Source: an optimization exercise on an open RTL-to-GDS flow (aim: small area). Production flows keep margins and buffers that such runs may drop. At most, simulation tests tie the RTL to the original design; equivalence was not proved. No activity file was given, so power comes from the tool's default toggle rates.

Q:
==> flow/design.v <==
module alu (
    input [63:0] a,
    input [63:0] b,
    input [3:0] operation,
    output [63:0] result
);
wire op_add = operation == 4'h0;
wire op_sub = operation == 4'h1;
wire op_sll = operation == 4'h2;
wire op_slt = operation == 4'h3;
wire op_xor = operation == 4'h4;
wire op_srl = (operation == 4'h5) | (operation == 4'h6);
wire op_or  = operation == 4'h7;
wire op_and = operation == 4'h8;
wire op_eq  = operation == 4'h9;
wire sub = op_sub | op_slt;
wire [63:0] bx = b ^ {64{sub}};
wire [63:0] p = a ^ bx;
wire [63:0] g = a & bx;
wire [63:0] c;    
bk64 u_bk (.g(g), .p(p), .cin(sub), .c(c));
wire lt = ~c[63];
wire eq = ~|p;    
wire en_p = op_add | op_sub | op_xor | op_or;
wire en_c = op_add | op_sub;
wire en_g = op_or | op_and;
wire [63:0] cin_v = {c[62:0], sub};
wire [63:0] arith = ({64{en_p}} & p) ^ (({64{en_c}} & cin_v) | ({64{en_g}} & g));
wire big = |b[63:6];
wire [63:0] a_rev;
wire [63:0] sh_rev;
wire [63:0] sh;
genvar i;
generate
    for (i = 0; i < 64; i = i + 1) begin : g_rev
        assign a_rev[i] = a[63 - i];
        assign sh_rev[i] = sh[63 - i];
    end
endgenerate
wire [63:0] sh_in = op_sll ? a_rev : a;
wire [3:0] d0 = 4'b1 << b[1:0];
wire [3:0] d1 = 4'b1 << b[3:2];
wire [3:0] d2 = 4'b1 << b[5:4];
wire [127:0] x0 = {64'b0, sh_in};
wire [63:0] s1, s2;
genvar k;
for (k = 0; k < 64; k = k + 1) begin : st
  assign s1[k] = (d2[0] & sh_in[k]) | (d2[1] & (k+16 < 64 ? sh_in[(k+16)%64] : 1'b0)) | (d2[2] & (k+32 < 64 ? sh_in[(k+32)%64] : 1'b0)) | (d2[3] & (k+48 < 64 ? sh_in[(k+48)%64] : 1'b0));
  assign s2[k] = (d1[0] & s1[k]) | (d1[1] & (k+4 < 64 ? s1[(k+4)%64] : 1'b0)) | (d1[2] & (k+8 < 64 ? s1[(k+8)%64] : 1'b0)) | (d1[3] & (k+12 < 64 ? s1[(k+12)%64] : 1'b0));
  assign sh[k] = (d0[0] & s2[k]) | (d0[1] & (k+1 < 64 ? s2[(k+1)%64] : 1'b0)) | (d0[2] & (k+2 < 64 ? s2[(k+2)%64] : 1'b0)) | (d0[3] & (k+3 < 64 ? s2[(k+3)%64] : 1'b0));
end
wire en_l = op_sll & ~big;
wire en_r = op_srl & ~big;
assign result = arith
              | ({64{en_l}} & sh_rev)
              | ({64{en_r}} & sh)
              | {63'b0, (op_slt & lt) | (op_eq & eq)};
endmodule
module bk64 (
    input [63:0] g,
    input [63:0] p,
    input cin,
    output [63:0] c
);
wire [63:0] gg [0:6];
wire [63:0] pp [0:6];
assign gg[0] = {g[63:1], g[0] | (p[0] & cin)};
assign pp[0] = p;
genvar l, i;
generate
    for (l = 1; l <= 6; l = l + 1) begin : up
        for (i = 0; i < 64; i = i + 1) begin : b
            if ((i % (1 << l)) == (1 << l) - 1) begin : n
                assign gg[l][i] = gg[l-1][i] | (pp[l-1][i] & gg[l-1][i - (1 << (l-1))]);
                assign pp[l][i] = pp[l-1][i] & pp[l-1][i - (1 << (l-1))];
            end else begin : t
                assign gg[l][i] = gg[l-1][i];
                assign pp[l][i] = pp[l-1][i];
            end
        end
    end
endgenerate
generate
    for (i = 0; i < 64; i = i + 1) begin : dn
        if (((i + 1) & i) == 0) begin : whole
            assign c[i] = gg[tzf(i + 1)][i];
        end else begin : part
            assign c[i] = gg[tzf(i + 1)][i] | (pp[tzf(i + 1)][i] & c[i - (1 << tzf(i + 1))]);
        end
    end
endgenerate
function integer tzf(input integer v);
    integer k;
    begin
        tzf = 0;
        for (k = 6; k >= 0; k = k - 1)
            if (v % (1 << k) == 0 && tzf == 0) tzf = k;
    end
endfunction
endmodule
module riscv_zero_execute(
    input clk,
    input reset,
    input [63:0] pc_in,
    input [6:0] opcode,
    input [31:0] immediate,
    input [4:0]  reg_dest,
    input [63:0] rs1_data,
    input [63:0] rs2_data,
    input [6:0] funct7_out,
    input [2:0] funct3_out,
    input writeback_enable_in,
    input [1:0] writeback_source_in,
    input memory_access_in,
    input mem_wenable_in,
    input jump,
    input branch,
    input ALU_A_mux,
    input ALU_B_mux,
    input [3:0] ALU_op,
    output wire pc_src,
    output wire [63:0] pc_target,
    output reg [63:0] pc_out,
    output reg writeback_enable_out,
    output reg [1:0] writeback_source_out,
    output reg memory_access_out,
    output reg mem_wenable_out,
    output reg [63:0] ALU_out,
    output reg [63:0] mem_write_data
);
wire [63:0] ALU_A_src = ALU_A_mux ? pc_in : rs1_data;
wire [63:0] ALU_B_src = ALU_B_mux ? {32'b0, immediate} : rs2_data;
wire [63:0] ALU_result;
assign pc_src = (ALU_result[0] & branch) | jump;
assign pc_target = pc_in + {32'b0, immediate};
alu execute_alu (
    .a(ALU_A_src),
    .b(ALU_B_src),
    .operation(ALU_op),
    .result(ALU_result)
);
always @(posedge clk or posedge reset) begin
    if (reset) begin
        pc_out <= 64'h0;
        ALU_out <= 64'h0;
        writeback_enable_out <= 1'b0;
        writeback_source_out <= 2'b00;
        memory_access_out <= 1'b0;
        mem_wenable_out <= 1'b0;
    end else begin
        pc_out <= pc_in;
        writeback_enable_out <= writeback_enable_in;
        writeback_source_out <= writeback_source_in;
        memory_access_out <= memory_access_in;
        mem_wenable_out <= mem_wenable_in;
        ALU_out <= ALU_result;
    end
end
always @(posedge clk) begin
    mem_write_data <= rs2_data;
end
endmodule
Settings: LEC_CHECK=0, CAP_MARGIN=20, CORE_MARGIN=2, CORE_UTILIZATION=40, CTS_BUF_LIST=sky130_fd_sc_hd__clkbuf_8, CTS_CLUSTER_SIZE=10, SETUP_SLACK_MARGIN=0.1, SLEW_MARGIN=20; clock period 6.5 ns.
standard.sh (not shown) runs the stock make flow with config.mk's settings and CLKGATE_MAP_FILE= SYNTH_SCRIPT=/design/flow/synth_recipe.tcl, a recipe that flattens the netlist after the stock synthesis.
==> flow/flow/run.sh <==
#!/bin/bash
# The standard layout with the smallest buffer on the ports; timing-driven
# global placement only reweights nets and does not keep its trial buffering;
# CTS as the standard flow runs it (same buffers and clustering) but without
# dummy loads on the clock tree.
bash standard.sh "BUFFER_PORTS_ARGS=-buffer_cell sky130_fd_sc_hd__buf_1" \
  GPL_KEEP_OVERFLOW=0 \
  "CTS_ARGS=-sink_clustering_enable -repair_clock_nets -sink_clustering_size 10 -buf_list sky130_fd_sc_hd__clkbuf_8 -dont_use_dummy_load" \
  finish > standard.log 2>&1
Setup changes, Q to S
--- a/flow/design.v
+++ b/flow/design.v
@@ -131,9 +131,10 @@
 wire [63:0] ALU_A_src = ALU_A_mux ? pc_in : rs1_data;
 wire [63:0] ALU_B_src = ALU_B_mux ? {32'b0, immediate} : rs2_data;
 wire [63:0] ALU_result;
 assign pc_src = (ALU_result[0] & branch) | jump;
-assign pc_target = pc_in + {32'b0, immediate};
+wire [32:0] pt_lo = {1'b0, pc_in[31:0]} + {1'b0, immediate};
+assign pc_target = {pc_in[63:32] + {31'b0, pt_lo[32]}, pt_lo[31:0]};
 alu execute_alu (
     .a(ALU_A_src),
     .b(ALU_B_src),
     .operation(ALU_op),
==> notes.md <==
Total global-route track usage in S is 0.67 points below Q.
S vs. Q: post-route fraction of the period consumed by the critical path rose by 4.0 points; sequential cell area share rose by 0.30 points; share of the synthesized netlist area taken by xor and xnor gates rose by 0.19 points.
The core of S is more densely filled than that of Q.
| time the final worst path needs with I/O delays and setup | lower: Q |
First element of the critical path: immediate[0] -> Q, ALU_op[3] -> S
Number of distinct library cells after synthesis was higher in S than in Q.
Diff Q -> S: worst setup margin went down; global-route wire length before repair went down 7.2%.
Re power: S is 1.5% down on Q.
S: all stages done; final checks FAILED (setup timing).
Power dissipated in combinational cells, Q and S: smaller value in S
Summary — mean area per synthesized cell, S relative to Q: higher, by about 2.6%.
Function not checked in S: the RTL went through the layout flow alone.

## static timing again, ports no longer ideal
The flow's constraints put no driver on any port. The routed layouts listed below were extracted and timed again, unchanged, in two steps.
Step 1, drivers: a clkbuf_16 drives clk and a buf_2 each remaining input, both assumed.
Step 2 moves the port delays by t, midway between the first and last clock arrival at a register: inputs arrive t later, outputs are due t later. That takes back most of the time a late clock gives input paths.
a / b / c = no drivers / after step 1 / after step 2; a / b = the first two.
run	t, ns	setup slack, ns	hold WS [ns]	clock arrival spread, ns	cell pins on the clock port's net
Q	0.609	0.152 / 0.120 / 0.120	0.799 / 0.767 / 1.376	0.037 / 0.038	1
S	0.615	-0.105 / -0.137 / -0.137	0.745 / 0.714 / 1.329	0.046 / 0.046	1
